This is an optimization exercise on Yosys and OpenROAD, whose aim is small area, not a production implementation.
The RTL was checked by simulation tests, not by an equivalence proof against the original design.
No activity file was given, so power comes from the tool's default toggle rates.

## flow/design.v (module list and top-level ports; edited modules follow where they fit)
// module HalfAdder: 4 lines
// module FullAdder: 4 lines
// module BoothSel: 3 lines
// module SystolicArray: 3671 lines
module SystolicArray #(parameter SIZE = 4, parameter DATA_WIDTH = 8)(
    input [SIZE*DATA_WIDTH-1:0] A,
    input [SIZE*DATA_WIDTH-1:0] B,
    input clk,
    input rst,
    output done,
    output [SIZE*SIZE*2*DATA_WIDTH-1:0] C
);
  // ...
==> flow/flow/run.sh <==
#!/bin/bash
set -o pipefail
export BUFFER_PORTS_ARGS="-buffer_cell sky130_fd_sc_hd__buf_1"
export CTS_ARGS="-sink_clustering_enable -repair_clock_nets -dont_use_dummy_load"
bash standard.sh > standard_flow.log 2>&1
rc=$?
cp -r orfs/logs flow_logs 2>/dev/null
exit $rc
==> flow/standard.sh <==
#!/bin/bash
# synth_recipe.tcl (not shown) runs the flow's synth.tcl, then flattens the netlist and writes it again
# the make line also repeats each setting of config.mk as NAME=value (left out here)
make -C /OpenROAD-flow-scripts/flow DESIGN_CONFIG=/design/flow/config.mk WORK_HOME=/design/flow/orfs CLKGATE_MAP_FILE= SYNTH_SCRIPT=/design/flow/synth_recipe.tcl "${@:-finish}"
==> flow/config.mk <==
export PLATFORM = sky130hd
export DESIGN_NAME = SystolicArray
export DESIGN_NICKNAME = SystolicArray
export VERILOG_FILES = /design/flow/design.v
export SDC_FILE = /design/flow/constraint.sdc
export NUM_CORES = 4
export LEC_CHECK = 0
export CAP_MARGIN = 20
export CORE_MARGIN = 2
export CORE_UTILIZATION = 40
export CTS_BUF_LIST = sky130_fd_sc_hd__clkbuf_4 sky130_fd_sc_hd__clkbuf_8
export PLACE_DENSITY = 0.6
export SETUP_SLACK_MARGIN = 0.2
export SLEW_MARGIN = 20
export SYNTH_HIERARCHICAL = 1
==> flow/constraint.sdc <==
create_clock -name core_clock -period 6.0 [get_ports {clk}]
set_input_delay 1.2000 -clock core_clock [delete_from_list [all_inputs] [get_ports {clk}]]
set_output_delay 1.2000 -clock core_clock [all_outputs]
set_load 0.01 [all_outputs]
==> notes.md, run 1 <==
worst setup path class reg2reg; clk cell area share 0.0449; Commonest cells post-synth fa_1 (976), and3_1 (816), dfxtp_1 (640); multi-input gates 2369; total track usage 0.185; hold path start bd0[16]$_DFF_P_; reg-to-reg slack, setup around 370 ps; Reg area approximately 0.019 sq mm; Core ar. ~0.12 sq mm; Worst Tran Pin Value 814 ps; Die X approximately 360 um; minimum clock period 5630 ps; clk_buf instances 99; Worst Path Arrival between 6000 and 7000 ps; Reg power frac 0.276; Main synth FF type dfxtp_1; crit-path cells buf_12 -> and3_1 -> ha_1 -> fa_1 -> fa_1 -> fa_1 -> fa_1 -> fa_1 -> fa_1 -> fa_1 -> fa_1 -> fa_1 -> and4_1 -> nand3_1 -> xnor2_1; CP delay by family, top adder cells; nonclk buf count between 300 and 400; Synth Area in XOR/XNOR 0.0198; Logic pwr share 0.567; Final HPWL DP roughly 86000 um; multi-input combinational area share 0.529; Clock group roughly 5000 uW; top routing layer in use met4; run status finished clean; Syn Area/Cell between 10 and 15 sq um; PwrDens 587 mW/mm^2; Critical Path Source T[9]$_DFF_PN0_; CTS H-tree lvls 3; Startpoint Class register; initial antenna violation count 0; Max Slew Vio Count 0; Starting Density 0.402; Design Power around 32000 uW; ratio of cells with drive above 1 in the final layout 0.0451; required time of the critical path between 6000 and 7000 ps; clock sinks just over 900; largest family of logic cells by synthesized area adder cells; Seq/Total Area, Yosys 0.393; design area 0.0552 sq mm; post-synthesis mux area share 0; simple-gate area share of the yosys netlist 0.131; Seq/total area 0.353
==> run 2: changes to the inputs <==
==> flow/run.sh (new file) <==
#!/bin/bash
# synth_recipe.tcl (not shown) runs the flow's synth.tcl, then flattens the netlist and writes it again
# the make line also repeats each setting of config.mk as NAME=value (left out here)
make -C /OpenROAD-flow-scripts/flow DESIGN_CONFIG=/design/flow/config.mk WORK_HOME=/design/flow/orfs CLKGATE_MAP_FILE= SYNTH_SCRIPT=/design/flow/synth_recipe.tcl finish
removed: flow/flow/run.sh
removed: flow/standard.sh
==> notes.md, run 2 <==
run status finished clean (unchanged); Synth cell types 20 (unchanged); Post-CTS Hold Fix Bufs 0 (unchanged); PwrDens 599 mW/mm^2 (was 587 mW/mm^2); FF+latch count, synth 906 (unchanged); IO buf count 322 (unchanged); ratio of cells with drive above 1 in the final layout 0.0882 (was 0.0451); final core utilization 0.474 (was 0.448); Core ar. 0.123 sq mm (unchanged); mapped cell area 0.0495 sq mm (unchanged); total CTS buffers 161 (was 99); initial antenna violation count 2 (was 0); most frequent cells in the layout fa_1 (976), and3_1 (816), dfxtp_1 (640) (unchanged); Max Cap Viol 0 (unchanged); critical path's largest stage delay 640 ps (was 570 ps); Setup violations, final 0 (unchanged); total number of vias 27992 (was 27736); total track usage 0.189 (was 0.185); Worst Tran Pin Value 741 ps (was 814 ps); Commonest cells post-synth fa_1 (976), and3_1 (816), dfxtp_1 (640) (unchanged); die area 0.127 sq mm (unchanged); grt total ovfl 0 (unchanged); num ports 323 (unchanged); ys async rst share 0.294 (unchanged); worst-path maximum fanout 16 (was 38); post-DR vias/cell 4.97 (was 5.09); Synth Warn # 7 (unchanged); syn_nets 4663 (unchanged); die height 356 um (unchanged); CP max stage cell dfrtp_4 (unchanged); Syn Area/Cell 14.4 sq um (unchanged); CTS H-tree lvls 4 (was 3); worst setup path class reg2reg (unchanged); Area growth, synth to finish 18.0% (was 11.6%); minimum clock period 5580 ps (was 5630 ps); Seq/Total Area, Yosys 0.393 (unchanged); Startpoint Class register (unchanged); VDD IR max 0.000538 V (was 0.000552 V); clock sinks 906 (unchanged); # DRC 0 (unchanged); Hold Crit Class reg2reg (unchanged); DR pass1 iterations 6 (was 5); CP delay by family, top adder cells (unchanged); Worst-path clk slew 60 ps (about the same); Hold Slack 295 ps (was 273 ps); FMAX 179 MHz (was 178 MHz); Die X 356 um (unchanged); Clock Latency Late Sink 890 ps (was 710 ps); Final Wtd Congestion 0.831 (was 0.851); Design Power 35000 uW (was 32400 uW); CP most frequent cell fa_1 (unchanged); period utilization 0.930 (was 0.938); Max Slew Vio Count 0 (unchanged); Setup TNS Final 0 ps (unchanged); Final Hold Viols 0 (unchanged); global-route wire length before repair 183000 um (was 181000 um); commonest non-fill, non-tap cell in the layout fa_1 (unchanged); Synth Instances 3445 (unchanged); leakage power 0.0275 uW (was 0.0259 uW); Main synth FF type dfxtp_1 (unchanged); Setup Skew 53.4 ps (was 75.2 ps); Worst Path Arrival 6390 ps (was 6200 ps); required time of the critical path 6810 ps (was 6570 ps); CTS tree done (unchanged); top cell type's share of synthesized area 0.395 (unchanged); CP bufs+invs 1 (unchanged); Clock Tree Root clkbuf_8 (was clkbuf_16); NumNets Final 5075 (was 5032); Final HPWL DP 85800 um (was 85700 um); RSZ-0062 raised after global routing false (unchanged); area leader, netlist fa_1 (unchanged); ranking of synthesized cells by area fa_1 (39%), dfxtp_1 (26%), dfrtp_1 (13%) (unchanged); vias in the first global route 32126 (was 31310); Slew HR 0.506 (was 0.457); Critical Path End Type register (unchanged); deepest clock path buffer count 3 (unchanged); fill count 10743 (was 11093); Starting Density 0.402 (unchanged); FP Rows 129 (unchanged); most numerous cell in the Yosys netlist fa_1 (unchanged); Post-synth EDFFs 0 (unchanged); Routed Antenna Nets 0 (unchanged); crit-path cells buf_8 -> and3_1 -> ha_1 -> fa_1 -> fa_1 -> fa_1 -> fa_1 -> fa_1 -> fa_1 -> fa_1 -> fa_1 -> fa_1 -> and4_1 -> nand3_1 -> xnor2_1 (was buf_12 -> and3_1 -> ha_1 -> fa_1 -> fa_1 -> fa_1 -> fa_1 -> fa_1 -> fa_1 -> fa_1 -> fa_1 -> fa_1 -> and4_1 -> nand3_1 -> xnor2_1); largest net degree at the start of global routing 98 (was 107); drt wl/cell 20.4 um (was 20.8 um); initial drt markers 1762 (was 1715); Routed WL 115000 um (was 113000 um)
-- run 2: cell counts after synthesis --
Identical to the previous run, type by type.
-- run 2: through the flow --
| stage | instance area, sq um | setup slack, ps | cells |
|---|---|---|---|
| 3_5_place_dp | 54600 | 297 | 5328 |
| 6_report | 58400 | 421 | 5631 |
| 2_1_floorplan | 49500 | 733 | 3445 |
| 3_3_place_gp | 54600 | 448 | 5328 |
| 5_1_grt | 58400 | 221 | 5630 |
| 4_1_cts | 58300 | 291 | 5626 |
-- run 2: cells by family (layout without fill, tap and decap cells) --
| group | Yosys count | count (layout) | share of synthesized area |
|---|---|---|---|
| adder cells (fa/ha/maj) | 1152 | 1152 | 0.439 |
| AND/OR/NAND/NOR | 1104 | 1104 | 0.131 |
| flip-flops | 906 | 906 | 0.393 |
| buffers and inverters | 170 | 717 | 0.0164 |
| XOR/XNOR | 112 | 112 | 0.0198 |
| other | 1 | 3 | 0.0000758 |
-- run 2: per-module statistics from Yosys (local to each module, per instance) --
module	cells	flip-flops and latches	area (sq um)
FullAdder	1	0	20.0
SystolicArray	2325	906	28100
HalfAdder	1	0	12.5
-- run 2: power breakdown --
| part | total [uW] | leakage [uW] | internal (uW) | switching [uW] |
|---|---|---|---|---|
| Clock | 6570 | 0.00197 | 3840 | 2720 |
| Combinational | 19400 | 0.0170 | 9870 | 9570 |
| Sequential | 9010 | 0.00850 | 7720 | 1290 |
| Total | 35000 | 0.0275 | 21400 | 13600 |
-- run 2: path summary, 6_finish.rpt --
check	start	to	slack [ps]	cells past startpoint
min in group asynchronous	rst	pe13_acc[7]$_DFF_PN0_	320	1
setup / recovery	T[9]$_DFF_PN0_	pe22_acc[15]$_DFF_PN0_	420	15
hold reg to reg	ad2[42]$_DFF_P_	ad2[50]$_DFF_P_	300	0
max in group asynchronous	rst	T[9]$_DFF_PN0_	4480	2
hold / removal	ad2[42]$_DFF_P_	ad2[50]$_DFF_P_	300	0
setup reg to reg	T[9]$_DFF_PN0_	pe22_acc[15]$_DFF_PN0_	420	15
-- run 2: cell type report --
type                    count  area [sq um]  share of cell area
repair buffers            371          3720              0.0636
clock inverters            58           806              0.0138
multi-input cells        2369         29200               0.500
inverters                  48           180             0.00308
well taps                1637          2050              0.0351
flip-flops and latches    906         19500               0.334
clock buffers             240          2970              0.0509
diodes                      2          5.00           0.0000857
-- run 2: repair_timing --
item                                    CTS  global route
resized for setup                         0             1
endpoints found under the setup margin    0            14
setup buffers                             0             3
-- run 2: per-layer routing --
metal	part of all wire	track usage	wire [um]	vias up
met2	0.49	0.303	56000	687
met4	0.024	0.0610	2730	2
li1	-	-	-	12342
met1	0.42	0.246	48100	14796
met3	0.068	0.0569	7830	165
met5	0.00011	0	13	-

separate check: timing with driven ports:
In the flow no input, the clock included, has a driving cell. The finished layouts below were timed again as built, in two steps. Step 1 (the two cells are an assumption about what drives the block):
set clk [get_ports {clk}]
set_driving_cell -lib_cell sky130_fd_sc_hd__clkbuf_16 $clk
set_driving_cell -lib_cell sky130_fd_sc_hd__buf_2 [delete_from_list [all_inputs] $clk]
Step 2 times the ports against the registers' clock, not the clock port: input delays grow and output delays shrink by t, the midpoint of the rising clock arrivals with the driver on. Slacks: ideal / step 1 / step 2; pairs: ideal / step 1.
| run | t, ns | setup WS [ns] | worst setup path after step 2 |
|---|---|---|---|
| run 1 | 0.751 | 0.375 / 0.375 / 0.375 | register to register |
| run 2 | 0.943 | 0.421 / 0.421 / 0.421 | register to register |
After both steps setup and hold are still met in every run listed.
